This design comes from an exercise in tuning for small area on the open sky130 flow, not from production work. At most, simulation tests tie the RTL to the original design; equivalence was not proved. Function not checked in run 3: the RTL went through the layout flow alone.

`flow/config.mk`:
```
export PLATFORM = sky130hd
export DESIGN_NAME = syntropy_core
export DESIGN_NICKNAME = syntropy_core
export VERILOG_FILES = /design/flow/design.v
export SDC_FILE = /design/flow/constraint.sdc
export NUM_CORES = 4
export LEC_CHECK = 0
export CAP_MARGIN = 20
export CORE_MARGIN = 2
export CORE_UTILIZATION = 40
export CTS_BUF_LIST = sky130_fd_sc_hd__clkbuf_8
export SLEW_MARGIN = 20
export SYNTH_HIERARCHICAL = 1
```
`flow/constraint.sdc`:
```
create_clock -name core_clock -period 13.0 [get_ports {clk}]
set_input_delay 2.6000 -clock core_clock [delete_from_list [all_inputs] [get_ports {clk}]]
set_output_delay 2.6000 -clock core_clock [all_outputs]
set_load 0.01 [all_outputs]
```
`flow/design.v`:
```
`timescale 1ns / 1ps
module fa (
    input wire a,
    input wire b,
    input wire c,
    output wire s,
    output wire co
);
    assign s = a ^ b ^ c;
    assign co = (a & b) | (c & (a ^ b));
endmodule
module ha (
    input wire a,
    input wire b,
    output wire s,
    output wire co
);
    assign s = a ^ b;
    assign co = a & b;
endmodule
module syntropy_core (
    input wire clk,
    input wire rst_n,
    input wire [15:0] voltage_drift,
    input wire [15:0] packet_loss,
    input wire [15:0] temp_variance,
    input wire [15:0] phase_jitter,
    input wire [15:0] threshold,
    input wire enable_learning,
    input wire mesh_broadcast_en,
    output wire stable,
    output reg [15:0] flux_value,
    output reg [15:0] correction_vector,
    output reg [15:0] optimized_params,
    output wire learning_active,
    output wire mesh_broadcast_req,
    input wire [15:0] mesh_flux_in,
    input wire [15:0] mesh_correction_in,
    input wire mesh_valid_in,
    output reg [15:0] mesh_flux_out,
    output reg [15:0] mesh_correction_out,
    output wire mesh_valid_out,
    output wire [7:0] iteration_count,
    output wire [3:0] state,
    output wire error_flag
);
    localparam IDLE = 3'd0, EVAL = 3'd1, LEARN = 3'd2, CORR = 3'd3, BCAST = 3'd4, ERR = 3'd5;
    reg [2:0] cs;         
    reg [2:0] ps;         
    reg [3:0] ic;         
    reg       fin;        
    reg       lflag;      
    reg [15:0] p;         
    reg [15:0] q;         
    reg [15:0] thr;
    reg        len, men;
    assign state = {1'b0, ps};
    assign iteration_count = {4'd0, ic};
    assign stable = (ps == EVAL) && (cs == IDLE);
    assign learning_active = (ps == LEARN) && (cs == LEARN);
    assign mesh_broadcast_req = (ps == BCAST);
    assign mesh_valid_out = (ps == BCAST);
    assign error_flag = (ps == ERR);
    wire in_eval  = (cs == EVAL);
    wire in_learn = (cs == LEARN);
    wire first    = (ps == EVAL);
    wire iter     = in_learn && !fin;
    function automatic [4:0] ceil25(input [6:0] b);
        case (b)
            7'd0: ceil25 = 5'd0;
            7'd1: ceil25 = 5'd1;
            7'd2: ceil25 = 5'd1;
            7'd3: ceil25 = 5'd1;
            7'd4: ceil25 = 5'd1;
            7'd5: ceil25 = 5'd1;
            7'd6: ceil25 = 5'd2;
            7'd7: ceil25 = 5'd2;
            7'd8: ceil25 = 5'd2;
            7'd9: ceil25 = 5'd2;
            7'd10: ceil25 = 5'd2;
            7'd11: ceil25 = 5'd3;
            7'd12: ceil25 = 5'd3;
            7'd13: ceil25 = 5'd3;
            7'd14: ceil25 = 5'd3;
            7'd15: ceil25 = 5'd3;
            7'd16: ceil25 = 5'd4;
            7'd17: ceil25 = 5'd4;
            7'd18: ceil25 = 5'd4;
            7'd19: ceil25 = 5'd4;
            7'd20: ceil25 = 5'd4;
            7'd21: ceil25 = 5'd5;
            7'd22: ceil25 = 5'd5;
            7'd23: ceil25 = 5'd5;
            7'd24: ceil25 = 5'd5;
            7'd25: ceil25 = 5'd5;
            7'd26: ceil25 = 5'd6;
            7'd27: ceil25 = 5'd6;
            7'd28: ceil25 = 5'd6;
            7'd29: ceil25 = 5'd6;
            7'd30: ceil25 = 5'd6;
            7'd31: ceil25 = 5'd7;
            7'd32: ceil25 = 5'd7;
            7'd33: ceil25 = 5'd7;
            7'd34: ceil25 = 5'd7;
            7'd35: ceil25 = 5'd7;
            7'd36: ceil25 = 5'd8;
            7'd37: ceil25 = 5'd8;
            7'd38: ceil25 = 5'd8;
            7'd39: ceil25 = 5'd8;
            7'd40: ceil25 = 5'd8;
            7'd41: ceil25 = 5'd9;
            7'd42: ceil25 = 5'd9;
            7'd43: ceil25 = 5'd9;
            7'd44: ceil25 = 5'd9;
            7'd45: ceil25 = 5'd9;
            7'd46: ceil25 = 5'd9;
            7'd47: ceil25 = 5'd10;
            7'd48: ceil25 = 5'd10;
            7'd49: ceil25 = 5'd10;
            7'd50: ceil25 = 5'd10;
            7'd51: ceil25 = 5'd10;
            7'd52: ceil25 = 5'd11;
            7'd53: ceil25 = 5'd11;
            7'd54: ceil25 = 5'd11;
            7'd55: ceil25 = 5'd11;
            7'd56: ceil25 = 5'd11;
            7'd57: ceil25 = 5'd12;
            7'd58: ceil25 = 5'd12;
            7'd59: ceil25 = 5'd12;
            7'd60: ceil25 = 5'd12;
            7'd61: ceil25 = 5'd12;
            7'd62: ceil25 = 5'd13;
            7'd63: ceil25 = 5'd13;
            7'd64: ceil25 = 5'd13;
            7'd65: ceil25 = 5'd13;
            7'd66: ceil25 = 5'd13;
            7'd67: ceil25 = 5'd14;
            7'd68: ceil25 = 5'd14;
            7'd69: ceil25 = 5'd14;
            7'd70: ceil25 = 5'd14;
            7'd71: ceil25 = 5'd14;
            7'd72: ceil25 = 5'd15;
            7'd73: ceil25 = 5'd15;
            7'd74: ceil25 = 5'd15;
            7'd75: ceil25 = 5'd15;
            7'd76: ceil25 = 5'd15;
            7'd77: ceil25 = 5'd16;
            7'd78: ceil25 = 5'd16;
            7'd79: ceil25 = 5'd16;
            7'd80: ceil25 = 5'd16;
            7'd81: ceil25 = 5'd16;
            7'd82: ceil25 = 5'd17;
            7'd83: ceil25 = 5'd17;
            7'd84: ceil25 = 5'd17;
            7'd85: ceil25 = 5'd17;
            7'd86: ceil25 = 5'd17;
            7'd87: ceil25 = 5'd17;
            7'd88: ceil25 = 5'd18;
            7'd89: ceil25 = 5'd18;
            7'd90: ceil25 = 5'd18;
            7'd91: ceil25 = 5'd18;
            7'd92: ceil25 = 5'd18;
            7'd93: ceil25 = 5'd19;
            7'd94: ceil25 = 5'd19;
            7'd95: ceil25 = 5'd19;
            7'd96: ceil25 = 5'd19;
            7'd97: ceil25 = 5'd19;
            7'd98: ceil25 = 5'd20;
            7'd99: ceil25 = 5'd20;
            7'd100: ceil25 = 5'd20;
            7'd101: ceil25 = 5'd20;
            7'd102: ceil25 = 5'd20;
            7'd103: ceil25 = 5'd21;
            7'd104: ceil25 = 5'd21;
            7'd105: ceil25 = 5'd21;
            7'd106: ceil25 = 5'd21;
            7'd107: ceil25 = 5'd21;
            7'd108: ceil25 = 5'd22;
            7'd109: ceil25 = 5'd22;
            7'd110: ceil25 = 5'd22;
            7'd111: ceil25 = 5'd22;
            7'd112: ceil25 = 5'd22;
            7'd113: ceil25 = 5'd23;
            7'd114: ceil25 = 5'd23;
            7'd115: ceil25 = 5'd23;
            7'd116: ceil25 = 5'd23;
            7'd117: ceil25 = 5'd23;
            7'd118: ceil25 = 5'd24;
            7'd119: ceil25 = 5'd24;
            7'd120: ceil25 = 5'd24;
            7'd121: ceil25 = 5'd24;
            7'd122: ceil25 = 5'd24;
            7'd123: ceil25 = 5'd25;
            7'd124: ceil25 = 5'd25;
            7'd125: ceil25 = 5'd25;
            7'd126: ceil25 = 5'd25;
            7'd127: ceil25 = 5'd25;
            default: ceil25 = 5'd0;
        endcase
    endfunction
    wire sw_w1 = ~voltage_drift[1];
    wire sw_w2 = voltage_drift[1];
    wire sw_w3 = ~(voltage_drift[2] ^ packet_loss[2]);
    wire sw_w4 = voltage_drift[2] | packet_loss[2];
    wire sw_w5 = ~(voltage_drift[3] ^ packet_loss[3]);
    wire sw_w6 = voltage_drift[3] | packet_loss[3];
    wire sw_w7 = ~(voltage_drift[4] ^ packet_loss[4]);
    wire sw_w8 = voltage_drift[4] | packet_loss[4];
    wire sw_w9 = ~(voltage_drift[5] ^ packet_loss[5]);
    wire sw_w10 = voltage_drift[5] | packet_loss[5];
    wire sw_w11 = ~(voltage_drift[6] ^ packet_loss[6]);
    wire sw_w12 = voltage_drift[6] | packet_loss[6];
    wire sw_w13 = ~(voltage_drift[7] ^ packet_loss[7]);
    wire sw_w14 = voltage_drift[7] | packet_loss[7];
    wire sw_w15, sw_w16;
    ha sw_ha16 (.a(voltage_drift[0]), .b(packet_loss[0]), .s(sw_w15), .co(sw_w16));
    wire sw_w17, sw_w18;
    fa sw_fa18 (.a(packet_loss[1]), .b(phase_jitter[1]), .c(temp_variance[9]), .s(sw_w17), .co(sw_w18));
    wire sw_w19, sw_w20;
    fa sw_fa20 (.a(phase_jitter[2]), .b(temp_variance[10]), .c(sw_w3), .s(sw_w19), .co(sw_w20));
    wire sw_w21, sw_w22;
    fa sw_fa22 (.a(phase_jitter[3]), .b(temp_variance[11]), .c(sw_w5), .s(sw_w21), .co(sw_w22));
    wire sw_w23, sw_w24;
    fa sw_fa24 (.a(phase_jitter[4]), .b(temp_variance[12]), .c(sw_w7), .s(sw_w23), .co(sw_w24));
    wire sw_w25, sw_w26;
    fa sw_fa26 (.a(phase_jitter[5]), .b(temp_variance[13]), .c(sw_w9), .s(sw_w25), .co(sw_w26));
    wire sw_w27, sw_w28;
    fa sw_fa28 (.a(phase_jitter[6]), .b(temp_variance[14]), .c(sw_w11), .s(sw_w27), .co(sw_w28));
    wire sw_w29, sw_w30;
    fa sw_fa30 (.a(phase_jitter[7]), .b(temp_variance[15]), .c(sw_w13), .s(sw_w29), .co(sw_w30));
    wire sw_w31, sw_w32;
    fa sw_fa32 (.a(voltage_drift[8]), .b(packet_loss[8]), .c(phase_jitter[8]), .s(sw_w31), .co(sw_w32));
    wire sw_w33 = ~(voltage_drift[9] ^ packet_loss[9]);
    wire sw_w34 = voltage_drift[9] | packet_loss[9];
    wire sw_w35 = ~(voltage_drift[10] ^ packet_loss[10]);
    wire sw_w36 = voltage_drift[10] | packet_loss[10];
    wire sw_w37 = ~(voltage_drift[11] ^ packet_loss[11]);
    wire sw_w38 = voltage_drift[11] | packet_loss[11];
    wire sw_w39 = ~(voltage_drift[12] ^ packet_loss[12]);
    wire sw_w40 = voltage_drift[12] | packet_loss[12];
    wire sw_w41 = ~(voltage_drift[13] ^ packet_loss[13]);
    wire sw_w42 = voltage_drift[13] | packet_loss[13];
    wire sw_w43 = ~(voltage_drift[14] ^ packet_loss[14]);
    wire sw_w44 = voltage_drift[14] | packet_loss[14];
    wire sw_w45 = ~(voltage_drift[15] ^ packet_loss[15]);
    wire sw_w46 = voltage_drift[15] | packet_loss[15];
    wire sw_w47, sw_w48;
    ha sw_ha48 (.a(phase_jitter[0]), .b(temp_variance[8]), .s(sw_w47), .co(sw_w48));
    wire sw_w49, sw_w50;
    fa sw_fa50 (.a(sw_w1), .b(sw_w17), .c(sw_w16), .s(sw_w49), .co(sw_w50));
    wire sw_w51, sw_w52;
    fa sw_fa52 (.a(sw_w2), .b(sw_w19), .c(sw_w18), .s(sw_w51), .co(sw_w52));
    wire sw_w53, sw_w54;
    fa sw_fa54 (.a(sw_w4), .b(sw_w21), .c(sw_w20), .s(sw_w53), .co(sw_w54));
    wire sw_w55, sw_w56;
    fa sw_fa56 (.a(sw_w6), .b(sw_w23), .c(sw_w22), .s(sw_w55), .co(sw_w56));
    wire sw_w57, sw_w58;
    fa sw_fa58 (.a(sw_w8), .b(sw_w25), .c(sw_w24), .s(sw_w57), .co(sw_w58));
    wire sw_w59, sw_w60;
    fa sw_fa60 (.a(sw_w10), .b(sw_w27), .c(sw_w26), .s(sw_w59), .co(sw_w60));
    wire sw_w61, sw_w62;
    fa sw_fa62 (.a(sw_w12), .b(sw_w29), .c(sw_w28), .s(sw_w61), .co(sw_w62));
    wire sw_w63, sw_w64;
    fa sw_fa64 (.a(sw_w14), .b(sw_w31), .c(sw_w30), .s(sw_w63), .co(sw_w64));
    wire sw_w65, sw_w66;
    fa sw_fa66 (.a(phase_jitter[9]), .b(sw_w33), .c(sw_w32), .s(sw_w65), .co(sw_w66));
    wire sw_w67, sw_w68;
    fa sw_fa68 (.a(phase_jitter[10]), .b(sw_w35), .c(sw_w34), .s(sw_w67), .co(sw_w68));
    wire sw_w69, sw_w70;
    fa sw_fa70 (.a(phase_jitter[11]), .b(sw_w37), .c(sw_w36), .s(sw_w69), .co(sw_w70));
    wire sw_w71, sw_w72;
    fa sw_fa72 (.a(phase_jitter[12]), .b(sw_w39), .c(sw_w38), .s(sw_w71), .co(sw_w72));
    wire sw_w73, sw_w74;
    fa sw_fa74 (.a(phase_jitter[13]), .b(sw_w41), .c(sw_w40), .s(sw_w73), .co(sw_w74));
    wire sw_w75, sw_w76;
    fa sw_fa76 (.a(phase_jitter[14]), .b(sw_w43), .c(sw_w42), .s(sw_w75), .co(sw_w76));
    wire sw_w77, sw_w78;
    fa sw_fa78 (.a(phase_jitter[15]), .b(sw_w45), .c(sw_w44), .s(sw_w77), .co(sw_w78));
    wire sw_w79 = ~(sw_w15 ^ sw_w47);
    wire sw_w80 = sw_w15 | sw_w47;
    wire sw_w81, sw_w82;
    fa sw_fa82 (.a(sw_w49), .b(sw_w48), .c(sw_w80), .s(sw_w81), .co(sw_w82));
    wire sw_w83, sw_w84;
    fa sw_fa84 (.a(sw_w51), .b(sw_w50), .c(sw_w82), .s(sw_w83), .co(sw_w84));
    wire sw_w85, sw_w86;
    fa sw_fa86 (.a(sw_w53), .b(sw_w52), .c(sw_w84), .s(sw_w85), .co(sw_w86));
    wire sw_w87, sw_w88;
    fa sw_fa88 (.a(sw_w55), .b(sw_w54), .c(sw_w86), .s(sw_w87), .co(sw_w88));
    wire sw_w89, sw_w90;
    fa sw_fa90 (.a(sw_w57), .b(sw_w56), .c(sw_w88), .s(sw_w89), .co(sw_w90));
    wire sw_w91, sw_w92;
    fa sw_fa92 (.a(sw_w59), .b(sw_w58), .c(sw_w90), .s(sw_w91), .co(sw_w92));
    wire sw_w93, sw_w94;
    fa sw_fa94 (.a(sw_w61), .b(sw_w60), .c(sw_w92), .s(sw_w93), .co(sw_w94));
    wire sw_w95, sw_w96;
    fa sw_fa96 (.a(sw_w63), .b(sw_w62), .c(sw_w94), .s(sw_w95), .co(sw_w96));
    wire sw_w97, sw_w98;
    fa sw_fa98 (.a(sw_w65), .b(sw_w64), .c(sw_w96), .s(sw_w97), .co(sw_w98));
    wire sw_w99, sw_w100;
    fa sw_fa100 (.a(sw_w67), .b(sw_w66), .c(sw_w98), .s(sw_w99), .co(sw_w100));
    wire sw_w101, sw_w102;
    fa sw_fa102 (.a(sw_w69), .b(sw_w68), .c(sw_w100), .s(sw_w101), .co(sw_w102));
    wire sw_w103, sw_w104;
    fa sw_fa104 (.a(sw_w71), .b(sw_w70), .c(sw_w102), .s(sw_w103), .co(sw_w104));
    wire sw_w105, sw_w106;
    fa sw_fa106 (.a(sw_w73), .b(sw_w72), .c(sw_w104), .s(sw_w105), .co(sw_w106));
    wire sw_w107, sw_w108;
    fa sw_fa108 (.a(sw_w75), .b(sw_w74), .c(sw_w106), .s(sw_w107), .co(sw_w108));
    wire sw_w109, sw_w110;
    fa sw_fa110 (.a(sw_w77), .b(sw_w76), .c(sw_w108), .s(sw_w109), .co(sw_w110));
    wire [15:0] nfc = {sw_w109, sw_w107, sw_w105, sw_w103, sw_w101, sw_w99, sw_w97, sw_w95, sw_w93, sw_w91, sw_w89, sw_w87, sw_w85, sw_w83, sw_w81, sw_w79};
    wire [15:0] flux_calc = ~nfc;
    wire ev_w1 = ~(thr[0] ^ nfc[0]);
    wire ev_w2 = thr[0] | nfc[0];
    wire ev_w3, ev_w4;
    fa ev_fa4 (.a(thr[1]), .b(nfc[1]), .c(ev_w2), .s(ev_w3), .co(ev_w4));
    wire ev_w5, ev_w6;
    fa ev_fa6 (.a(thr[2]), .b(nfc[2]), .c(ev_w4), .s(ev_w5), .co(ev_w6));
    wire ev_w7, ev_w8;
    fa ev_fa8 (.a(thr[3]), .b(nfc[3]), .c(ev_w6), .s(ev_w7), .co(ev_w8));
    wire ev_w9, ev_w10;
    fa ev_fa10 (.a(thr[4]), .b(nfc[4]), .c(ev_w8), .s(ev_w9), .co(ev_w10));
    wire ev_w11, ev_w12;
    fa ev_fa12 (.a(thr[5]), .b(nfc[5]), .c(ev_w10), .s(ev_w11), .co(ev_w12));
    wire ev_w13, ev_w14;
    fa ev_fa14 (.a(thr[6]), .b(nfc[6]), .c(ev_w12), .s(ev_w13), .co(ev_w14));
    wire ev_w15, ev_w16;
    fa ev_fa16 (.a(thr[7]), .b(nfc[7]), .c(ev_w14), .s(ev_w15), .co(ev_w16));
    wire ev_w17, ev_w18;
    fa ev_fa18 (.a(thr[8]), .b(nfc[8]), .c(ev_w16), .s(ev_w17), .co(ev_w18));
    wire ev_w19, ev_w20;
    fa ev_fa20 (.a(thr[9]), .b(nfc[9]), .c(ev_w18), .s(ev_w19), .co(ev_w20));
    wire ev_w21, ev_w22;
    fa ev_fa22 (.a(thr[10]), .b(nfc[10]), .c(ev_w20), .s(ev_w21), .co(ev_w22));
    wire ev_w23, ev_w24;
    fa ev_fa24 (.a(thr[11]), .b(nfc[11]), .c(ev_w22), .s(ev_w23), .co(ev_w24));
    wire ev_w25, ev_w26;
    fa ev_fa26 (.a(thr[12]), .b(nfc[12]), .c(ev_w24), .s(ev_w25), .co(ev_w26));
    wire ev_w27, ev_w28;
    fa ev_fa28 (.a(thr[13]), .b(nfc[13]), .c(ev_w26), .s(ev_w27), .co(ev_w28));
    wire ev_w29, ev_w30;
    fa ev_fa30 (.a(thr[14]), .b(nfc[14]), .c(ev_w28), .s(ev_w29), .co(ev_w30));
    wire ev_w31, ev_w32;
    fa ev_fa32 (.a(thr[15]), .b(nfc[15]), .c(ev_w30), .s(ev_w31), .co(ev_w32));
    wire ev_w33 = ~ev_w32;
    wire ev_w34 = ev_w32;
    wire [16:0] ev = {ev_w33, ev_w31, ev_w29, ev_w27, ev_w25, ev_w23, ev_w21, ev_w19, ev_w17, ev_w15, ev_w13, ev_w11, ev_w9, ev_w7, ev_w5, ev_w3, ev_w1};
    wire stable_c = ev[16] | (ev[15:0] == 16'd0);            
    wire [7:0] qhm1;
    wire [8:0] qhb;
    assign qhb[0] = 1'b1;
    genvar gi;
    generate
        for (gi = 0; gi < 8; gi = gi + 1) begin : qdecr
            assign qhm1[gi] = q[8 + gi] ^ qhb[gi];
            assign qhb[gi + 1] = qhb[gi] & ~q[8 + gi];
        end
    endgenerate
    wire qhz = qhb[8];                                      
    wire [15:0] qx = fin ? q : {7'h7f, ~qhz, qhm1};
    wire nx_w1, nx_w2;
    ha nx_ha2 (.a(p[1]), .b(p[0]), .s(nx_w1), .co(nx_w2));
    wire nx_w3, nx_w4;
    fa nx_fa4 (.a(p[2]), .b(p[1]), .c(qx[2]), .s(nx_w3), .co(nx_w4));
    wire nx_w5, nx_w6;
    fa nx_fa6 (.a(p[3]), .b(p[2]), .c(qx[3]), .s(nx_w5), .co(nx_w6));
    wire nx_w7, nx_w8;
    fa nx_fa8 (.a(p[4]), .b(p[3]), .c(qx[4]), .s(nx_w7), .co(nx_w8));
    wire nx_w9, nx_w10;
    fa nx_fa10 (.a(p[5]), .b(p[4]), .c(qx[5]), .s(nx_w9), .co(nx_w10));
    wire nx_w11, nx_w12;
    fa nx_fa12 (.a(p[6]), .b(p[5]), .c(qx[6]), .s(nx_w11), .co(nx_w12));
    wire nx_w13, nx_w14;
    fa nx_fa14 (.a(p[7]), .b(p[6]), .c(qx[7]), .s(nx_w13), .co(nx_w14));
    wire nx_w15, nx_w16;
    fa nx_fa16 (.a(p[8]), .b(p[7]), .c(qx[8]), .s(nx_w15), .co(nx_w16));
    wire nx_w17, nx_w18;
    fa nx_fa18 (.a(p[9]), .b(p[8]), .c(qx[9]), .s(nx_w17), .co(nx_w18));
    wire nx_w19, nx_w20;
    fa nx_fa20 (.a(p[10]), .b(p[9]), .c(qx[10]), .s(nx_w19), .co(nx_w20));
    wire nx_w21, nx_w22;
    fa nx_fa22 (.a(p[11]), .b(p[10]), .c(qx[11]), .s(nx_w21), .co(nx_w22));
    wire nx_w23, nx_w24;
    fa nx_fa24 (.a(p[12]), .b(p[11]), .c(qx[12]), .s(nx_w23), .co(nx_w24));
    wire nx_w25, nx_w26;
    fa nx_fa26 (.a(p[13]), .b(p[12]), .c(qx[13]), .s(nx_w25), .co(nx_w26));
    wire nx_w27, nx_w28;
    fa nx_fa28 (.a(p[14]), .b(p[13]), .c(qx[14]), .s(nx_w27), .co(nx_w28));
    wire nx_w29, nx_w30;
    fa nx_fa30 (.a(p[15]), .b(p[14]), .c(qx[15]), .s(nx_w29), .co(nx_w30));
    wire nx_w31, nx_w32;
    ha nx_ha32 (.a(p[0]), .b(qx[0]), .s(nx_w31), .co(nx_w32));
    wire nx_w33, nx_w34;
    fa nx_fa34 (.a(qx[1]), .b(nx_w1), .c(nx_w32), .s(nx_w33), .co(nx_w34));
    wire nx_w35, nx_w36;
    fa nx_fa36 (.a(nx_w3), .b(nx_w2), .c(nx_w34), .s(nx_w35), .co(nx_w36));
    wire nx_w37, nx_w38;
    fa nx_fa38 (.a(nx_w5), .b(nx_w4), .c(nx_w36), .s(nx_w37), .co(nx_w38));
    wire nx_w39, nx_w40;
    fa nx_fa40 (.a(nx_w7), .b(nx_w6), .c(nx_w38), .s(nx_w39), .co(nx_w40));
    wire nx_w41, nx_w42;
    fa nx_fa42 (.a(nx_w9), .b(nx_w8), .c(nx_w40), .s(nx_w41), .co(nx_w42));
    wire nx_w43, nx_w44;
    fa nx_fa44 (.a(nx_w11), .b(nx_w10), .c(nx_w42), .s(nx_w43), .co(nx_w44));
    wire nx_w45, nx_w46;
    fa nx_fa46 (.a(nx_w13), .b(nx_w12), .c(nx_w44), .s(nx_w45), .co(nx_w46));
    wire nx_w47, nx_w48;
    fa nx_fa48 (.a(nx_w15), .b(nx_w14), .c(nx_w46), .s(nx_w47), .co(nx_w48));
    wire nx_w49, nx_w50;
    fa nx_fa50 (.a(nx_w17), .b(nx_w16), .c(nx_w48), .s(nx_w49), .co(nx_w50));
    wire nx_w51, nx_w52;
    fa nx_fa52 (.a(nx_w19), .b(nx_w18), .c(nx_w50), .s(nx_w51), .co(nx_w52));
    wire nx_w53, nx_w54;
    fa nx_fa54 (.a(nx_w21), .b(nx_w20), .c(nx_w52), .s(nx_w53), .co(nx_w54));
    wire nx_w55, nx_w56;
    fa nx_fa56 (.a(nx_w23), .b(nx_w22), .c(nx_w54), .s(nx_w55), .co(nx_w56));
    wire nx_w57, nx_w58;
    fa nx_fa58 (.a(nx_w25), .b(nx_w24), .c(nx_w56), .s(nx_w57), .co(nx_w58));
    wire nx_w59, nx_w60;
    fa nx_fa60 (.a(nx_w27), .b(nx_w26), .c(nx_w58), .s(nx_w59), .co(nx_w60));
    wire nx_w61, nx_w62;
    fa nx_fa62 (.a(nx_w29), .b(nx_w28), .c(nx_w60), .s(nx_w61), .co(nx_w62));
    wire [15:0] nx = {nx_w61, nx_w59, nx_w57, nx_w55, nx_w53, nx_w51, nx_w49, nx_w47, nx_w45, nx_w43, nx_w41, nx_w39, nx_w37, nx_w35, nx_w33, nx_w31};
    wire [15:0] nf = lflag ? nx : ~flux_value;               
    wire [15:0] f = ~nf;
    wire er_w1 = ~(thr[0] ^ nf[0]);
    wire er_w2 = thr[0] | nf[0];
    wire er_w3, er_w4;
    fa er_fa4 (.a(thr[1]), .b(nf[1]), .c(er_w2), .s(er_w3), .co(er_w4));
    wire er_w5, er_w6;
    fa er_fa6 (.a(thr[2]), .b(nf[2]), .c(er_w4), .s(er_w5), .co(er_w6));
    wire er_w7, er_w8;
    fa er_fa8 (.a(thr[3]), .b(nf[3]), .c(er_w6), .s(er_w7), .co(er_w8));
    wire er_w9, er_w10;
    fa er_fa10 (.a(thr[4]), .b(nf[4]), .c(er_w8), .s(er_w9), .co(er_w10));
    wire er_w11, er_w12;
    fa er_fa12 (.a(thr[5]), .b(nf[5]), .c(er_w10), .s(er_w11), .co(er_w12));
    wire er_w13, er_w14;
    fa er_fa14 (.a(thr[6]), .b(nf[6]), .c(er_w12), .s(er_w13), .co(er_w14));
    wire er_w15, er_w16;
    fa er_fa16 (.a(thr[7]), .b(nf[7]), .c(er_w14), .s(er_w15), .co(er_w16));
    wire er_w17, er_w18;
    fa er_fa18 (.a(thr[8]), .b(nf[8]), .c(er_w16), .s(er_w17), .co(er_w18));
    wire er_w19, er_w20;
    fa er_fa20 (.a(thr[9]), .b(nf[9]), .c(er_w18), .s(er_w19), .co(er_w20));
    wire er_w21, er_w22;
    fa er_fa22 (.a(thr[10]), .b(nf[10]), .c(er_w20), .s(er_w21), .co(er_w22));
    wire er_w23, er_w24;
    fa er_fa24 (.a(thr[11]), .b(nf[11]), .c(er_w22), .s(er_w23), .co(er_w24));
    wire er_w25, er_w26;
    fa er_fa26 (.a(thr[12]), .b(nf[12]), .c(er_w24), .s(er_w25), .co(er_w26));
    wire er_w27, er_w28;
    fa er_fa28 (.a(thr[13]), .b(nf[13]), .c(er_w26), .s(er_w27), .co(er_w28));
    wire er_w29, er_w30;
    fa er_fa30 (.a(thr[14]), .b(nf[14]), .c(er_w28), .s(er_w29), .co(er_w30));
    wire er_w31, er_w32;
    fa er_fa32 (.a(thr[15]), .b(nf[15]), .c(er_w30), .s(er_w31), .co(er_w32));
    wire er_w33 = ~er_w32;
    wire er_w34 = er_w32;
    wire [16:0] e = {er_w33, er_w31, er_w29, er_w27, er_w25, er_w23, er_w21, er_w19, er_w17, er_w15, er_w13, er_w11, er_w9, er_w7, er_w5, er_w3, er_w1};
    wire [6:0] b  = e[6:0];
    wire       nz = |b;
    wire [4:0] cb = ceil25(b);
    wire y_w1 = ~e[16];
    wire y_w2 = ~y_w1;
    wire y_w3 = y_w1;
    wire y_w4 = ~e[14];
    wire y_w5 = e[14];
    wire y_w6 = ~e[15];
    wire y_w7 = e[15];
    wire y_w8, y_w9;
    ha y_ha9 (.a(e[11]), .b(e[8]), .s(y_w8), .co(y_w9));
    wire y_w10, y_w11;
    fa y_fa11 (.a(e[12]), .b(e[9]), .c(e[8]), .s(y_w10), .co(y_w11));
    wire y_w12, y_w13;
    fa y_fa13 (.a(e[13]), .b(e[10]), .c(e[9]), .s(y_w12), .co(y_w13));
    wire y_w14, y_w15;
    fa y_fa15 (.a(e[14]), .b(e[11]), .c(e[10]), .s(y_w14), .co(y_w15));
    wire y_w16, y_w17;
    fa y_fa17 (.a(e[15]), .b(e[12]), .c(e[11]), .s(y_w16), .co(y_w17));
    wire y_w18, y_w19;
    fa y_fa19 (.a(e[13]), .b(e[12]), .c(y_w2), .s(y_w18), .co(y_w19));
    wire y_w20, y_w21;
    fa y_fa21 (.a(e[13]), .b(y_w4), .c(y_w3), .s(y_w20), .co(y_w21));
    wire y_w22, y_w23;
    fa y_fa23 (.a(e[14]), .b(y_w6), .c(y_w5), .s(y_w22), .co(y_w23));
    wire y_w24 = ~e[16];
    wire y_w25, y_w26;
    fa y_fa26 (.a(y_w24), .b(e[15]), .c(y_w7), .s(y_w25), .co(y_w26));
    wire y_w27, y_w28;
    ha y_ha28 (.a(e[10]), .b(e[7]), .s(y_w27), .co(y_w28));
    wire y_w29, y_w30;
    fa y_fa30 (.a(e[7]), .b(y_w8), .c(y_w28), .s(y_w29), .co(y_w30));
    wire y_w31, y_w32;
    fa y_fa32 (.a(y_w10), .b(y_w9), .c(y_w30), .s(y_w31), .co(y_w32));
    wire y_w33, y_w34;
    fa y_fa34 (.a(y_w12), .b(y_w11), .c(y_w32), .s(y_w33), .co(y_w34));
    wire y_w35, y_w36;
    fa y_fa36 (.a(y_w14), .b(y_w13), .c(y_w34), .s(y_w35), .co(y_w36));
    wire y_w37, y_w38;
    fa y_fa38 (.a(y_w16), .b(y_w15), .c(y_w36), .s(y_w37), .co(y_w38));
    wire y_w39, y_w40;
    fa y_fa40 (.a(y_w18), .b(y_w17), .c(y_w38), .s(y_w39), .co(y_w40));
    wire y_w41, y_w42;
    fa y_fa42 (.a(y_w20), .b(y_w19), .c(y_w40), .s(y_w41), .co(y_w42));
    wire y_w43, y_w44;
    fa y_fa44 (.a(y_w22), .b(y_w21), .c(y_w42), .s(y_w43), .co(y_w44));
    wire y_w45, y_w46;
    fa y_fa46 (.a(y_w25), .b(y_w23), .c(y_w44), .s(y_w45), .co(y_w46));
    wire y_w47 = ~e[16];
    wire y_w48, y_w49;
    fa y_fa49 (.a(y_w47), .b(y_w26), .c(y_w46), .s(y_w48), .co(y_w49));
    wire y_w50 = ~y_w49;
    wire y_w51 = y_w49;
    wire [14:0] y = {y_w50, y_w48, y_w45, y_w43, y_w41, y_w39, y_w37, y_w35, y_w33, y_w31, y_w29, y_w27, e[9], e[8], e[7]};
    wire pu_w1, pu_w2;
    ha pu_ha2 (.a(p[0]), .b(y[0]), .s(pu_w1), .co(pu_w2));
    wire pu_w3, pu_w4;
    fa pu_fa4 (.a(p[1]), .b(y[1]), .c(cb[1]), .s(pu_w3), .co(pu_w4));
    wire pu_w5, pu_w6;
    fa pu_fa6 (.a(p[2]), .b(y[2]), .c(cb[2]), .s(pu_w5), .co(pu_w6));
    wire pu_w7, pu_w8;
    fa pu_fa8 (.a(p[3]), .b(y[3]), .c(cb[3]), .s(pu_w7), .co(pu_w8));
    wire pu_w9, pu_w10;
    fa pu_fa10 (.a(p[4]), .b(y[4]), .c(cb[4]), .s(pu_w9), .co(pu_w10));
    wire pu_w11, pu_w12;
    ha pu_ha12 (.a(p[5]), .b(y[5]), .s(pu_w11), .co(pu_w12));
    wire pu_w13, pu_w14;
    ha pu_ha14 (.a(p[6]), .b(y[6]), .s(pu_w13), .co(pu_w14));
    wire pu_w15, pu_w16;
    ha pu_ha16 (.a(p[7]), .b(y[7]), .s(pu_w15), .co(pu_w16));
    wire pu_w17, pu_w18;
    ha pu_ha18 (.a(p[8]), .b(y[8]), .s(pu_w17), .co(pu_w18));
    wire pu_w19, pu_w20;
    ha pu_ha20 (.a(p[9]), .b(y[9]), .s(pu_w19), .co(pu_w20));
    wire pu_w21, pu_w22;
    ha pu_ha22 (.a(p[10]), .b(y[10]), .s(pu_w21), .co(pu_w22));
    wire pu_w23, pu_w24;
    ha pu_ha24 (.a(p[11]), .b(y[11]), .s(pu_w23), .co(pu_w24));
    wire pu_w25, pu_w26;
    ha pu_ha26 (.a(p[12]), .b(y[12]), .s(pu_w25), .co(pu_w26));
    wire pu_w27, pu_w28;
    ha pu_ha28 (.a(p[13]), .b(y[13]), .s(pu_w27), .co(pu_w28));
    wire pu_w29 = ~y[14];
    wire pu_w30 = ~(p[14] ^ pu_w29);
    wire pu_w31 = p[14] | pu_w29;
    wire pu_w32 = ~p[15];
    wire pu_w33 = p[15];
    wire pu_w34, pu_w35;
    ha pu_ha35 (.a(cb[0]), .b(pu_w1), .s(pu_w34), .co(pu_w35));
    wire pu_w36, pu_w37;
    fa pu_fa37 (.a(pu_w3), .b(pu_w2), .c(pu_w35), .s(pu_w36), .co(pu_w37));
    wire pu_w38, pu_w39;
    fa pu_fa39 (.a(pu_w5), .b(pu_w4), .c(pu_w37), .s(pu_w38), .co(pu_w39));
    wire pu_w40, pu_w41;
    fa pu_fa41 (.a(pu_w7), .b(pu_w6), .c(pu_w39), .s(pu_w40), .co(pu_w41));
    wire pu_w42, pu_w43;
    fa pu_fa43 (.a(pu_w9), .b(pu_w8), .c(pu_w41), .s(pu_w42), .co(pu_w43));
    wire pu_w44, pu_w45;
    fa pu_fa45 (.a(pu_w11), .b(pu_w10), .c(pu_w43), .s(pu_w44), .co(pu_w45));
    wire pu_w46, pu_w47;
    fa pu_fa47 (.a(pu_w13), .b(pu_w12), .c(pu_w45), .s(pu_w46), .co(pu_w47));
    wire pu_w48, pu_w49;
    fa pu_fa49 (.a(pu_w15), .b(pu_w14), .c(pu_w47), .s(pu_w48), .co(pu_w49));
    wire pu_w50, pu_w51;
    fa pu_fa51 (.a(pu_w17), .b(pu_w16), .c(pu_w49), .s(pu_w50), .co(pu_w51));
    wire pu_w52, pu_w53;
    fa pu_fa53 (.a(pu_w19), .b(pu_w18), .c(pu_w51), .s(pu_w52), .co(pu_w53));
    wire pu_w54, pu_w55;
    fa pu_fa55 (.a(pu_w21), .b(pu_w20), .c(pu_w53), .s(pu_w54), .co(pu_w55));
    wire pu_w56, pu_w57;
    fa pu_fa57 (.a(pu_w23), .b(pu_w22), .c(pu_w55), .s(pu_w56), .co(pu_w57));
    wire pu_w58, pu_w59;
    fa pu_fa59 (.a(pu_w25), .b(pu_w24), .c(pu_w57), .s(pu_w58), .co(pu_w59));
    wire pu_w60, pu_w61;
    fa pu_fa61 (.a(pu_w27), .b(pu_w26), .c(pu_w59), .s(pu_w60), .co(pu_w61));
    wire pu_w62, pu_w63;
    fa pu_fa63 (.a(pu_w30), .b(pu_w28), .c(pu_w61), .s(pu_w62), .co(pu_w63));
    wire pu_w64, pu_w65;
    fa pu_fa65 (.a(pu_w32), .b(pu_w31), .c(pu_w63), .s(pu_w64), .co(pu_w65));
    wire [15:0] pu = {pu_w64, pu_w62, pu_w60, pu_w58, pu_w56, pu_w54, pu_w52, pu_w50, pu_w48, pu_w46, pu_w44, pu_w42, pu_w40, pu_w38, pu_w36, pu_w34};
    wire ylo_nz = |y[7:0];
    wire ylo_hi = y[7] & y[6] & y[5] & (y[4] | y[3]);        
    wire cadd   = nz ? ylo_hi : ylo_nz;
    wire qn_w1, qn_w2;
    ha qn_ha2 (.a(q[0]), .b(nz), .s(qn_w1), .co(qn_w2));
    wire qn_w3, qn_w4;
    ha qn_ha4 (.a(q[1]), .b(qn_w2), .s(qn_w3), .co(qn_w4));
    wire qn_w5, qn_w6;
    ha qn_ha6 (.a(q[2]), .b(qn_w4), .s(qn_w5), .co(qn_w6));
    wire qn_w7, qn_w8;
    ha qn_ha8 (.a(q[3]), .b(qn_w6), .s(qn_w7), .co(qn_w8));
    wire qn_w9, qn_w10;
    ha qn_ha10 (.a(q[4]), .b(qn_w8), .s(qn_w9), .co(qn_w10));
    wire qn_w11, qn_w12;
    ha qn_ha12 (.a(q[5]), .b(qn_w10), .s(qn_w11), .co(qn_w12));
    wire qn_w13, qn_w14;
    ha qn_ha14 (.a(q[6]), .b(qn_w12), .s(qn_w13), .co(qn_w14));
    wire [7:0] qn = {qn_w14, qn_w13, qn_w11, qn_w9, qn_w7, qn_w5, qn_w3, qn_w1};
    wire ql_w1, ql_w2;
    fa ql_fa2 (.a(qn[0]), .b(y[8]), .c(cadd), .s(ql_w1), .co(ql_w2));
    wire ql_w3, ql_w4;
    fa ql_fa4 (.a(qn[1]), .b(y[9]), .c(ql_w2), .s(ql_w3), .co(ql_w4));
    wire ql_w5, ql_w6;
    fa ql_fa6 (.a(qn[2]), .b(y[10]), .c(ql_w4), .s(ql_w5), .co(ql_w6));
    wire ql_w7, ql_w8;
    fa ql_fa8 (.a(qn[3]), .b(y[11]), .c(ql_w6), .s(ql_w7), .co(ql_w8));
    wire ql_w9, ql_w10;
    fa ql_fa10 (.a(qn[4]), .b(y[12]), .c(ql_w8), .s(ql_w9), .co(ql_w10));
    wire ql_w11, ql_w12;
    fa ql_fa12 (.a(qn[5]), .b(y[13]), .c(ql_w10), .s(ql_w11), .co(ql_w12));
    wire ql_w13, ql_w14;
    fa ql_fa14 (.a(qn[6]), .b(y[14]), .c(ql_w12), .s(ql_w13), .co(ql_w14));
    wire [7:0] ql = {ql_w14, ql_w13, ql_w11, ql_w9, ql_w7, ql_w5, ql_w3, ql_w1};
    wire qinc = (qn[7] ^ ql[7]) ? ~y[14] : (qn[7] & y[14]);
    wire qdec = ~qn[7] & ~ql[7] & y[14];
    wire [8:0] qh = q[15:7];
    reg  [8:0] qh_new;
    integer k;
    always @* begin
        for (k = 0; k < 9; k = k + 1)
            qh_new[k] = qh[k] ^ ((qinc & ((qh & ((9'd1 << k) - 9'd1)) == ((9'd1 << k) - 9'd1))) |
                                 (qdec & ((qh & ((9'd1 << k) - 9'd1)) == 9'd0)));
    end
    wire [15:0] qu = {qh_new, ql[6:0]};
    wire ovf = flux_calc[15] | pu[15] | qu[15];
    always @(posedge clk) begin
        thr <= threshold;
        len <= enable_learning;
        men <= mesh_broadcast_en;
    end
    always @(posedge clk or negedge rst_n) begin
        if (!rst_n) begin
            cs <= IDLE;
            ps <= IDLE;
            ic <= 4'd0;
            fin <= 1'b0;
            lflag <= 1'b0;
            p <= 16'd0;
            q <= 16'd0;
            flux_value <= 16'd0;
            correction_vector <= 16'd0;
            optimized_params <= 16'd0;
            mesh_flux_out <= 16'd0;
            mesh_correction_out <= 16'd0;
        end else begin
            ps <= cs;
            case (cs)
                IDLE: cs <= ovf ? ERR : EVAL;
                EVAL: cs <= stable_c ? IDLE : (len ? LEARN : CORR);
                LEARN: if (fin) cs <= CORR;
                CORR: cs <= BCAST;
                BCAST: cs <= IDLE;
                ERR: cs <= ERR;
                default: cs <= IDLE;
            endcase
            fin <= iter && !first && ic[3] && ic[0];
            if (in_eval) begin
                flux_value <= flux_calc;
                lflag <= 1'b0;
                correction_vector <= ev[16] ? 16'd0 : ev[15:0];
            end
            if (iter) begin
                p <= pu;
                q <= qu;
                lflag <= 1'b1;
                ic <= first ? 4'd1 : ic + 4'd1;
            end
            if (fin) optimized_params <= nx;
            if (cs == CORR && men && mesh_valid_in) correction_vector <= mesh_correction_in;
            if (cs == BCAST) begin
                mesh_flux_out <= f;
                mesh_correction_out <= correction_vector;
            end
        end
    end
endmodule
```
`flow/flow/run.sh`:
```
#!/bin/bash
set -euo pipefail
bash standard.sh synth > synth.log 2>&1
bash standard.sh 'BUFFER_PORTS_ARGS=-buffer_cell sky130_fd_sc_hd__buf_1' finish > layout.log 2>&1
```
`flow/standard.sh`:
```
#!/bin/bash
# synth_recipe.tcl (not shown) runs the flow's synth.tcl, then flattens the netlist and writes it again
# the make line also repeats each setting of config.mk as NAME=value (left out here)
make -C /OpenROAD-flow-scripts/flow DESIGN_CONFIG=/design/flow/config.mk WORK_HOME=/design/flow/orfs CLKGATE_MAP_FILE= SYNTH_SCRIPT=/design/flow/synth_recipe.tcl "${@:-finish}"
```
==> flow_summary.yaml, run 1 <==
timing:
  post-route-period-util_pct: 97.20
  fin_hold_ws_ns: 0.5026
  setup-violations-final: 0
  hold_violations: 0
  finClkSkew_ns: 0.01698
  max_slew.worst_pin.slew_ns: 0.9251
  worst_slack_ns: 0.3634
  fmaxAchievable_mhz: 79.13
  maxSlewViolCount: 0
  max_slew_margin_pct: 38.33
  period_minus_slack_ns: 12.64
worst_setup_path:
  timing.critical_path.slowest_stage_cell: "sky130_fd_sc_hd__fa_2"
  critical_path.most_common_cell: "sky130_fd_sc_hd__fa_2"
  worst-endpoint-arrival_ns: 12.98
  critical_path_class: "flop to flop"
  worstReg2RegEnd: "q[15]"
  crit_fanout: 4
  r2r-start: "q[8]"
  setup.worst_path.start_class: "flop"
  timing.critical_path.required_ns: 13.35
  flop_to_flop_setup_slack_ns: 0.36
  critical_path.endpoint_type: "flop"
  critical-path-max-stage-delay_ns: 0.58
  reg2reg_depth: 38
clocking:
  cts.clk_slew.worst_paths_ns: 0.09
  tritoncts_clock_tree: "done"
  tritoncts.num_buffers: 17
  cts-htree-levels: 4
  clk_root_buffer_cell: "sky130_fd_sc_hd__clkbuf_8"
  cts.path.max_buffers: 2
  post_cts_hold_buffer_count: 0
  clock_insertion_delay_worst_skew_ns: 0.46
  cts.sink_count: 142
floorplanning:
  initial_utilization_pct: 40.54
  chipHeight_um: 160.5
  die_area_sq_mm: 0.02577
  die_x_um: 160.5
  rows: 57
  io-pin-count: 214
  placeableCoreArea_sq_mm: 0.02418
detailed_routing:
  routed-via-count: 6976
  first_iter_violations: 476
  detailedRoute.firstPassIterationCount: 6
  postRouteWirelength_mm: 23.34
  drcViolationCount: 0
  route.antenna.remaining_nets: 0
  wire_per_inst_um: 16.29
  via_count_normalized_by_instance_count: 4.868
final_layout:
  n_fill_cell: 2230
  post-route-util_pct: 49.16
  layout-drive-gt1-share_pct: 18.30
  mostFrequentLayoutCells: "sky130_fd_sc_hd__buf_1, sky130_fd_sc_hd__dfrtp_1, sky130_fd_sc_hd__inv_1, sky130_fd_sc_hd__nand2_1, sky130_fd_sc_hd__fa_1"
  layout.nets: 1403
  most_common_cell_after_layout_fill_and_taps_aside: "sky130_fd_sc_hd__buf_1"
  synthToLayoutAreaGrowth_pct: 21.27
  num_antenna_cells: 0
placement:
  place_congestion: 0.8462
  numPortBuffers: 184
  dpl.hpwl_mm: 18.67
  pre_cts_ws_ns: -0.5171
global_routing:
  grt_antenna_before_repair: 0
  grt_remaining_overflow: 0
  grt_use_total_pct: 19.03
  maximum_number_of_pins_on_one_net_before_global_route_repair: 71
  first_global_vias: 7162
  grt_pass1_wl_mm: 38.07
synth:
  synth_edf_count: 0
  synth_area_leaders: "sky130_fd_sc_hd__dfrtp_1, sky130_fd_sc_hd__fa_1, sky130_fd_sc_hd__ha_1"
  syn_area_per_cell_sq_um: 11.34
  async_reset_ff_share_pct: 87.32
  yosys.area.top_type: "sky130_fd_sc_hd__dfrtp_1"
  postSynth.topFlopCell: "sky130_fd_sc_hd__dfrtp_1"
  yosysUniqueCellTypes: 59
  synth-warning-count: 7
  synth-seq-cells: 142
  netlist_instances: 864
  synth_top_cell_area_share_pct: 31.66
  synth_seq_area_share_pct: 35.33
  mappedNetlistArea_sq_mm: 0.009802
hold_path:
  min_to: "q[14]"
  worstHoldPathCells: 1
  timing.hold.worst.class: "flop to flop"
  hp_start: "q[14]"
run:
  max-cap-violations: 0
status:
  result_of_the_run: "finished clean"
## cells by family after synthesis
family / count (synthesis) / share of synthesized area, %
compound gates: 115 / 7.583
xor+xnor: 12 / 1.072
fa+ha+maj: 190 / 35.05
buf+inv: 150 / 5.999
flops: 142 / 35.33
mux: 52 / 5.731
other cells: 1 / 0.03826
simple gates: 202 / 9.191
## Yosys stat by module (local to each module, per instance)
module         times used  flip-flops and latches
syntropy_core           1                     142
fa                    141                       0
ha                     24                       0
## sequential cells by signal, indices dropped and copies added, names as in the netlist
register / cells
correction_vector: 16
cs: 3
fin: 1
flux_value: 16
ic: 4
len: 1
lflag: 1
men: 1
mesh_correction_out: 16
mesh_flux_out: 16
optimized_params: 16
p: 16
ps: 3
q: 16
thr: 16
## synthesized netlist by cell type, drive strengths merged, types with 3 or more instances
cell type / count
buf: 9
mux2i: 19
nand2: 105
clkbuf: 31
nor3b: 4
inv: 110
ha: 49
dfxtp: 18
a222oi: 15
o21ai: 27
nor4b: 3
nand3: 7
nand4: 4
nor2b: 9
nor2: 45
nor4: 4
dfrtp: 124
xnor2: 10
fa: 141
o211ai: 4
mux2: 33
nor3: 6
or3b: 3
a21oi: 48
and2: 3
## worst max path at each step
stage | start | slack [ns] | to | depth (start not counted)
final | q[8] | 0.36 | q[15] | 38
after global routing | q[8] | -0.006 | q[15] | 38
after CTS | q[8] | 0.03 | q[15] | 38
after floorplan | q[9] | 0.02 | q[13] | 38
after detailed placement | q[8] | -0.52 | cs[2] | 38
after global placement | q[8] | -0.38 | cs[2] | 38
## critical path: cells and delay by family (launching register included)
family | cells | cell delay [ns]
XOR/XNOR | 1 | 0.14
AND/OR/NAND/NOR | 2 | 0.49
buffers and inverters | 3 | 0.21
AO/OA/AOI/OAI | 3 | 0.91
adder cells (fa/ha/maj) | 28 | 10.33
multiplexers | 1 | 0.08
flip-flops | 1 | 0.36
## layout make-up
class                   instances  area (sq um)  share of cell area, %
multi-input cells             576          6000                  50.47
clock inverters                15         183.9                  1.547
inverters                     110         412.9                  3.474
clock buffers                  17         234.0                  1.968
well taps                     324         405.4                  3.411
repair buffers                249          1186                  9.979
flip-flops and latches        142          3465                  29.15
## metal layers
layer | GRT usage [%] | vias up | share of wire, %
li1 | - | 3276 | -
met1 | 27.33 | 3492 | 46
met2 | 29.33 | 188 | 47
met3 | 4.003 | 20 | 5.8
met4 | 5.569 | 0 | 1.5
met5 | 0 | - | 0
## metrics by stage
step                setup TNS, ns  instances  instance area [sq um]
floorplan                       0        868                   9868
global placement           -1.728       1397                  11260
detailed placement         -2.479       1397                  11260
CTS                             0       1433                  11810
global route            -0.005750       1433                  11890
finish                          0       1433                  11890
## timing repair
action                     in CTS  in global routing
resized for setup              32                 22
setup buffers                   4                  0
pin swaps                      18                 11
setup endpoints to repair       8                  6
==> inputs of run 2 (changes only) <==
==> flow/flow/run.sh (replaced) <==
#!/bin/bash
set -euo pipefail
bash standard.sh synth > synth.log 2>&1
bash standard.sh 'BUFFER_PORTS_ARGS=-buffer_cell sky130_fd_sc_hd__buf_1' 'RECOVER_POWER=100' finish > layout.log 2>&1
--- a/flow/config.mk
+++ b/flow/config.mk
@@ -9,5 +9,6 @@
 export CORE_MARGIN = 2
 export CORE_UTILIZATION = 40
 export CTS_BUF_LIST = sky130_fd_sc_hd__clkbuf_8
+export GPL_TIMING_DRIVEN = 0
 export SLEW_MARGIN = 20
 export SYNTH_HIERARCHICAL = 1
==> flow_summary.yaml, run 2 <==
detailed_routing:
  postRouteWirelength_mm: 24.87
  route.antenna.remaining_nets: 0
  drcViolationCount: 0
  wire_per_inst_um: 17.43
  detailedRoute.firstPassIterationCount: 6
  first_iter_violations: 424
  via_count_normalized_by_instance_count: 4.950
  routed-via-count: 7064
worst_setup_path:
  timing.critical_path.required_ns: 13.34
  critical-path-max-stage-delay_ns: 0.59
  worst-endpoint-arrival_ns: 13.17
  critical_path.endpoint_type: "flop"
  critical_path.most_common_cell: "sky130_fd_sc_hd__fa_2"
  setup.worst_path.start_class: "flop"
  timing.critical_path.slowest_stage_cell: "sky130_fd_sc_hd__fa_2"
  critical_path_class: "flop to flop"
  flop_to_flop_setup_slack_ns: 0.18
  crit_fanout: 4
floorplanning:
  die_area_sq_mm: 0.02577
  initial_utilization_pct: 40.54
  die_x_um: 160.5
  rows: 57
  chipHeight_um: 160.5
  placeableCoreArea_sq_mm: 0.02418
  io-pin-count: 214
timing:
  post-route-period-util_pct: 98.64
  max_slew_margin_pct: 25.21
  max_slew.worst_pin.slew_ns: 1.122
  fmaxAchievable_mhz: 77.98
  hold_violations: 0
  worst_slack_ns: 0.1763
  grt_setup_unrepaired: "true"
  finClkSkew_ns: 0.01330
  period_minus_slack_ns: 12.82
  totalNegativeSetupSlack_ns: 0
  maxSlewViolCount: 0
  setup-violations-final: 0
synth:
  commonest_cells_post_synth: "sky130_fd_sc_hd__fa_1, sky130_fd_sc_hd__dfrtp_1, sky130_fd_sc_hd__inv_1"
  yosysUniqueCellTypes: 59
  synthMostInstantiatedCell: "sky130_fd_sc_hd__fa_1"
  postSynth.topFlopCell: "sky130_fd_sc_hd__dfrtp_1"
  synth-warning-count: 7
  synth-seq-cells: 142
  synth_edf_count: 0
  synth_seq_area_share_pct: 35.33
  yosys.area.top_type: "sky130_fd_sc_hd__dfrtp_1"
  synth_top_cell_area_share_pct: 31.66
  async_reset_ff_share_pct: 87.32
  syn_area_per_cell_sq_um: 11.34
  mappedNetlistArea_sq_mm: 0.009802
  synth_area_leaders: "sky130_fd_sc_hd__dfrtp_1, sky130_fd_sc_hd__fa_1, sky130_fd_sc_hd__ha_1"
  netlist_instances: 864
global_routing:
  grt_pass1_wl_mm: 40.27
  groute.layer.met2.usage_pct: 31.50
  top_usage_layer: "met2"
  grt_antenna_before_repair: 0
  grt.met3_usage_pct: 4.804
  grt.met1_usage_pct: 29.03
  first_global_vias: 7418
  maximum_number_of_pins_on_one_net_before_global_route_repair: 32
  grt_use_total_pct: 20.35
  grt_remaining_overflow: 0
final_layout:
  num_antenna_cells: 0
  synthToLayoutAreaGrowth_pct: 20.49
  layout-drive-gt1-share_pct: 16.05
  most_common_cell_after_layout_fill_and_taps_aside: "sky130_fd_sc_hd__buf_1"
  layout.nets: 1397
  n_fill_cell: 2272
  mostFrequentLayoutCells: "sky130_fd_sc_hd__buf_1, sky130_fd_sc_hd__dfrtp_1, sky130_fd_sc_hd__nand2_1"
hold_path:
  timing.hold.worst.class: "flop to flop"
clocking:
  cts-htree-levels: 4
  clock_insertion_delay_worst_skew_ns: 0.45
  cts.sink_count: 142
  tritoncts.num_buffers: 17
  cts.clk_slew.worst_paths_ns: 0.09
  cts.path.max_buffers: 2
  clk_root_buffer_cell: "sky130_fd_sc_hd__clkbuf_8"
  tritoncts_clock_tree: "done"
placement:
  pre_cts_ws_ns: -1.060
  numPortBuffers: 184
  place_congestion: 0.9059
  dpl.hpwl_mm: 20.34
run:
  max-cap-violations: 0
status:
  result_of_the_run: "finished clean"
## run 2: cell count changes in the layout (fill, tap and decap cells not counted), moves of 3 or more
cell / delta
sky130_fd_sc_hd__clkinv_4: -3
sky130_fd_sc_hd__mux2i_1: -3
sky130_fd_sc_hd__inv_1: -3
sky130_fd_sc_hd__buf_12: +4
sky130_fd_sc_hd__clkbuf_1: +30
sky130_fd_sc_hd__buf_4: -45
sky130_fd_sc_hd__mux2i_2: +3
## run 2: modules after synthesis, one instance, submodules excluded
| module | cell area [sq um] | flops+latches | cells | times used |
|---|---|---|---|---|
| syntropy_core | 6679 | 142 | 699 | 1 |
| fa | 20.02 | 0 | 1 | 141 |
| ha | 12.51 | 0 | 1 | 24 |
## run 2: worst max-delay path: cells and delay by family, from the launching register on
family | cells | cell delay [ns]
AOI/OAI and AO/OA | 3 | 0.90
xor gates and xnor gates | 1 | 0.15
adders and majority gates | 28 | 10.30
buffers and inverters | 3 | 0.21
DFF | 1 | 0.43
muxes | 1 | 0.18
and+or+nand+nor | 2 | 0.50
## run 2: per-layer routing
metal,wire (um),vias up
met2,11720,216
met5,0,-
li1,-,3265
met3,1657,20
met1,11200,3563
met4,291,0
## run 2: area by class of cell
type / instances / area, sq um / area share [%]
sequential: 142 / 3467 / 29.36
inverter: 110 / 415.4 / 3.517
timing repair buffer: 203 / 888.4 / 7.522
clock buffer: 18 / 247.7 / 2.098
buffer: 40 / 198.9 / 1.684
tap: 324 / 405.4 / 3.433
clock inverter: 14 / 132.6 / 1.123
multi-input combinational: 576 / 6055 / 51.27
## run 2: logic make-up after synthesis
logic type | Yosys count | synth area share [%]
and+or+nand+nor | 202 | 9.191
adders and majority gates | 190 | 35.05
buffers and inverters | 150 | 5.999
DFF | 142 | 35.33
AOI/OAI and AO/OA | 115 | 7.583
muxes | 52 | 5.731
xor gates and xnor gates | 12 | 1.072
other | 1 | 0.03826
## run 2: repair_timing
action | 4_1_cts | 5_1_grt
pin swaps | 29 | 12
buffers inserted | 10 | 5
gates resized for setup | 53 | 27
cloned | 0 | 0
hold buffers | 0 | 0
endpoints found under the setup margin | 12 | 6
## run 2: path summary, 6_finish.rpt
check	from	end	cells past startpoint
min	cs[1]	ps[1]	0
max reg2reg	q[8]	q[15]	38
min in group asynchronous	rst_n	q[12]	1
max	q[8]	q[15]	38
min reg2reg	cs[1]	ps[1]	0
max in group asynchronous	rst_n	flux_value[4]	3
## run 2: through the flow
| step | hold WS [ns] | cell area [sq um] | util [%] | std cells |
|---|---|---|---|---|
| 6_report | 0.3894 | 11810 | 48.85 | 1427 |
| 5_1_grt | 0.4065 | 11810 | 48.85 | 1427 |
| 4_1_cts | 0.3827 | 11680 | 48.31 | 1422 |
| 3_5_place_dp | 0.3583 | 11050 | 45.69 | 1380 |
| 3_3_place_gp | 0.3554 | 10960 | 45.35 | 1376 |
| 2_1_floorplan | 0.3487 | 9868 | - | 868 |
==> inputs of run 3 (changes only) <==
--- a/flow/design.v
+++ b/flow/design.v
@@ -612,16 +612,19 @@
     wire ql_w13, ql_w14;
     fa ql_fa14 (.a(qn[6]), .b(y[14]), .c(ql_w12), .s(ql_w13), .co(ql_w14));
     wire [7:0] ql = {ql_w14, ql_w13, ql_w11, ql_w9, ql_w7, ql_w5, ql_w3, ql_w1};
-    wire qinc = (qn[7] ^ ql[7]) ? ~y[14] : (qn[7] & y[14]);
-    wire qdec = ~qn[7] & ~ql[7] & y[14];
     wire [8:0] qh = q[15:7];
-    reg  [8:0] qh_new;
+    reg  [8:0] qh1, qh0;
     integer k;
     always @* begin
-        for (k = 0; k < 9; k = k + 1)
-            qh_new[k] = qh[k] ^ ((qinc & ((qh & ((9'd1 << k) - 9'd1)) == ((9'd1 << k) - 9'd1))) |
-                                 (qdec & ((qh & ((9'd1 << k) - 9'd1)) == 9'd0)));
+        for (k = 0; k < 9; k = k + 1) begin
+            qh1[k] = qh[k] ^ (~(qn[7] ^ y[14]) &
+                              ((qh & ((9'd1 << k) - 9'd1)) == ((9'd1 << k) - 9'd1)));
+            qh0[k] = qh[k] ^ ((qn[7] & ~y[14] &
+                               ((qh & ((9'd1 << k) - 9'd1)) == ((9'd1 << k) - 9'd1))) |
+                              (~qn[7] & y[14] & ((qh & ((9'd1 << k) - 9'd1)) == 9'd0)));
+        end
     end
+    wire [8:0] qh_new = ql[7] ? qh1 : qh0;
     wire [15:0] qu = {qh_new, ql[6:0]};
     wire ovf = flux_calc[15] | pu[15] | qu[15];
     always @(posedge clk) begin
==> flow_summary.yaml, run 3 <==
final_layout:
  finish.cell_count_without_fillers: 1430
  final_cell_area_sq_mm: 0.01176
  mostFrequentLayoutCells: "sky130_fd_sc_hd__buf_1, sky130_fd_sc_hd__dfrtp_1, sky130_fd_sc_hd__nand2_1"
  num_antenna_cells: 0
  most_common_cell_after_layout_fill_and_taps_aside: "sky130_fd_sc_hd__buf_1"
  synthToLayoutAreaGrowth_pct: 18.76
  layout.nets: 1401
  post-route-util_pct: 48.36
  layout-drive-gt1-share_pct: 16.00
synth:
  yosys.area.top_type: "sky130_fd_sc_hd__dfrtp_1"
  async_reset_ff_share_pct: 87.32
  netlist_instances: 865
  postSynth.topFlopCell: "sky130_fd_sc_hd__dfrtp_1"
  yosysUniqueCellTypes: 62
  synth_mux_area_share_pct: 5.572
  synth_top_cell_area_share_pct: 31.34
  post_synthesis_share_of_cell_area_spent_on_and_or_nand_and_nor_gates_pct: 9.313
  synth_compound_gate_area_share_pct: 7.758
  synth_area_leaders: "sky130_fd_sc_hd__dfrtp_1, sky130_fd_sc_hd__fa_1, sky130_fd_sc_hd__ha_1"
  synth_adder_area_share_pct: 34.93
  synthMostInstantiatedCell: "sky130_fd_sc_hd__fa_1"
  synth_seq_area_share_pct: 34.98
  synth_xor_area_share_pct: 1.150
  dominant_combinational_cell_family_by_area_after_synthesis: "adder cells"
  syn_area_per_cell_sq_um: 11.45
  synth_edf_count: 0
  synth-warning-count: 7
  mappedNetlistArea_sq_mm: 0.009902
  commonest_cells_post_synth: "sky130_fd_sc_hd__fa_1, sky130_fd_sc_hd__dfrtp_1, sky130_fd_sc_hd__nand2_1"
  synth-seq-cells: 142
placement:
  placed_cells_incl_taps: 1382
  place_congestion: 0.8600
  numPortBuffers: 184
  dpl.hpwl_mm: 20.10
  detailed_place.area_sq_mm: 0.01113
floorplanning:
  placeableCoreArea_sq_mm: 0.02432
  die_x_um: 161.3
  die_area_sq_mm: 0.02603
  chipHeight_um: 161.3
  initial_utilization_pct: 40.72
  rows: 57
  io-pin-count: 214
worst_setup_path:
  worst_path_dominant_cell_family: "adder cells"
  timing.critical_path.required_ns: 13.37
  crit_fanout: 3
  critical_path.most_common_cell: "sky130_fd_sc_hd__fa_2"
  critical_path_class: "flop to flop"
  critical-path-max-stage-delay_ns: 0.63
  setup.worst_path.start_class: "flop"
  timing.critical_path.slowest_stage_cell: "sky130_fd_sc_hd__fa_2"
  cp_num_cells: 37
  flop_to_flop_setup_slack_ns: 0.37
  critical_path.endpoint_type: "flop"
  reg2reg_depth: 37
  worst-endpoint-arrival_ns: 13.00
  critical_path.n_buffers_inverters: 2
status:
  so_faults: "max-capacitance violations, max-slew violations"
  result_of_the_run: "complete, but fails checks"
detailed_routing:
  via_count_normalized_by_instance_count: 4.912
  routed-via-count: 7024
  detailedRoute.firstPassIterationCount: 6
  drcViolationCount: 0
  wire_per_inst_um: 17.04
  postRouteWirelength_mm: 24.36
  first_iter_violations: 515
  route.antenna.remaining_nets: 0
timing:
  period_minus_slack_ns: 12.63
  max_slew.worst_pin.slew_ns: 1.590
  fmaxAchievable_mhz: 79.16
  maxSlewViolCount: 29
  fin_hold_ws_ns: 0.3811
  hold_violations: 0
  post-route-period-util_pct: 97.17
  setup-violations-final: 0
  max_slew_margin_pct: -5.994
  finClkSkew_ns: 0.02241
clocking:
  tritoncts.num_buffers: 17
  clock_insertion_delay_worst_skew_ns: 0.47
  cts.clk_slew.worst_paths_ns: 0.08
  cts.path.max_buffers: 2
  cts.sink_count: 142
  clk_root_buffer_cell: "sky130_fd_sc_hd__clkbuf_8"
  cts-htree-levels: 4
  tritoncts_clock_tree: "done"
  post_cts_hold_buffer_count: 0
global_routing:
  first_global_vias: 7210
  grt_use_total_pct: 19.64
  grt_remaining_overflow: 0
  grt_pass1_wl_mm: 39.21
  grt_antenna_before_repair: 0
  maximum_number_of_pins_on_one_net_before_global_route_repair: 29
hold_path:
  timing.hold.worst.class: "flop to flop"
  worstHoldPathCells: 0
run:
  max-cap-violations: 1
[run 3: layout make-up]
type	instances	area (sq um)
buffer	40	197.7
timing repair buffer	207	844.6
fill	2268	12560
sequential	142	3466
tap	324	405.4
clock buffer	18	247.7
multi-input combinational	577	6058
inverter	108	405.4
clock inverter	14	135.1
[run 3: worst paths after layout]
path / to / startpoint
min: ps[0] / cs[0]
min in group asynchronous: ic[0] / rst_n
min reg2reg: ps[0] / cs[0]
max: cs[2] / q[8]
max reg2reg: cs[2] / q[8]
max in group asynchronous: mesh_flux_out[7] / rst_n
[run 3: kinds of logic (layout without fill, tap and decap cells)]
family	count (synthesis)	after routing
AND/OR/NAND/NOR	201	201
adder cells (fa/ha/maj)	192	192
buffers and inverters	150	387
flip-flops	142	142
AO/OA/AOI/OAI	115	115
multiplexers	51	51
XOR/XNOR	13	13
other	1	5
[run 3: stage by stage]
| step | setup slack, ns | setup TNS (ns) |
|---|---|---|
| 6_report | 0.3681 | 0 |
| 5_1_grt | -0.004214 | -0.004214 |
| 4_1_cts | 0.02272 | 0 |
| 3_5_place_dp | -1.214 | -7.859 |
| 3_3_place_gp | -0.9639 | -5.651 |
| 2_1_floorplan | 0.06858 | 0 |
[run 3: what timing repair did]
item | in CTS | in global routing
buffers inserted | 13 | 5
resized for setup | 53 | 22
pin swaps | 26 | 24
setup endpoints to repair | 12 | 5
[run 3: per-layer routing]
metal	wire (um)	share of wire [%]	vias to the layer above	GRT usage, %
li1	-	-	3269	-
met1	11020	45	3545	28.12
met2	11590	48	189	31.04
met3	1453	6.0	21	4.109
met4	301	1.2	0	4.302
met5	0	0	-	0
[run 3: modules after synthesis, one instance, submodules excluded]
module,area (sq um),times used
fa,20.02,141
ha,12.51,24
syntropy_core,6779,1
[run 3: worst register-to-register path, delay by kind of cell (launching register included)]
kind                       cells  cell delay (ns)
and+or+nand+nor                2             0.15
DFF                            1             0.37
adders and majority gates     29            11.23
AOI/OAI and AO/OA              3             0.46
muxes                          1             0.17
buffers and inverters          2             0.15

what the ideal ports hide:
In the flow no input, the clock included, has a driving cell. The finished layouts below were timed again as built, in two steps. Step 1 (the two cells are an assumption about what drives the block):
set clk [get_ports {clk}]
set_driving_cell -lib_cell sky130_fd_sc_hd__clkbuf_16 $clk
set_driving_cell -lib_cell sky130_fd_sc_hd__buf_2 [delete_from_list [all_inputs] $clk]
Step 2 times the ports against the registers' clock, not the clock port: input delays grow and output delays shrink by t, the midpoint of the rising clock arrivals with the driver on. a / b / c = ideal ports / drivers / drivers and shift; a / b = the first two.
run | shift t [ns] | slack for setup (ns) | worst hold slack (ns) | clock arrival spread, ns | cell pins on the clock port's net
run 1 | 0.490 | 0.363 / 0.363 / 0.363 | 0.503 / 0.503 / 0.503 | 0.017 / 0.018 | 1
run 2 | 0.487 | 0.176 / 0.176 / 0.176 | 0.389 / 0.389 / 0.389 | 0.014 / 0.013 | 1
run 3 | 0.502 | 0.368 / 0.368 / 0.368 | 0.381 / 0.381 / 0.381 | 0.022 / 0.022 | 1
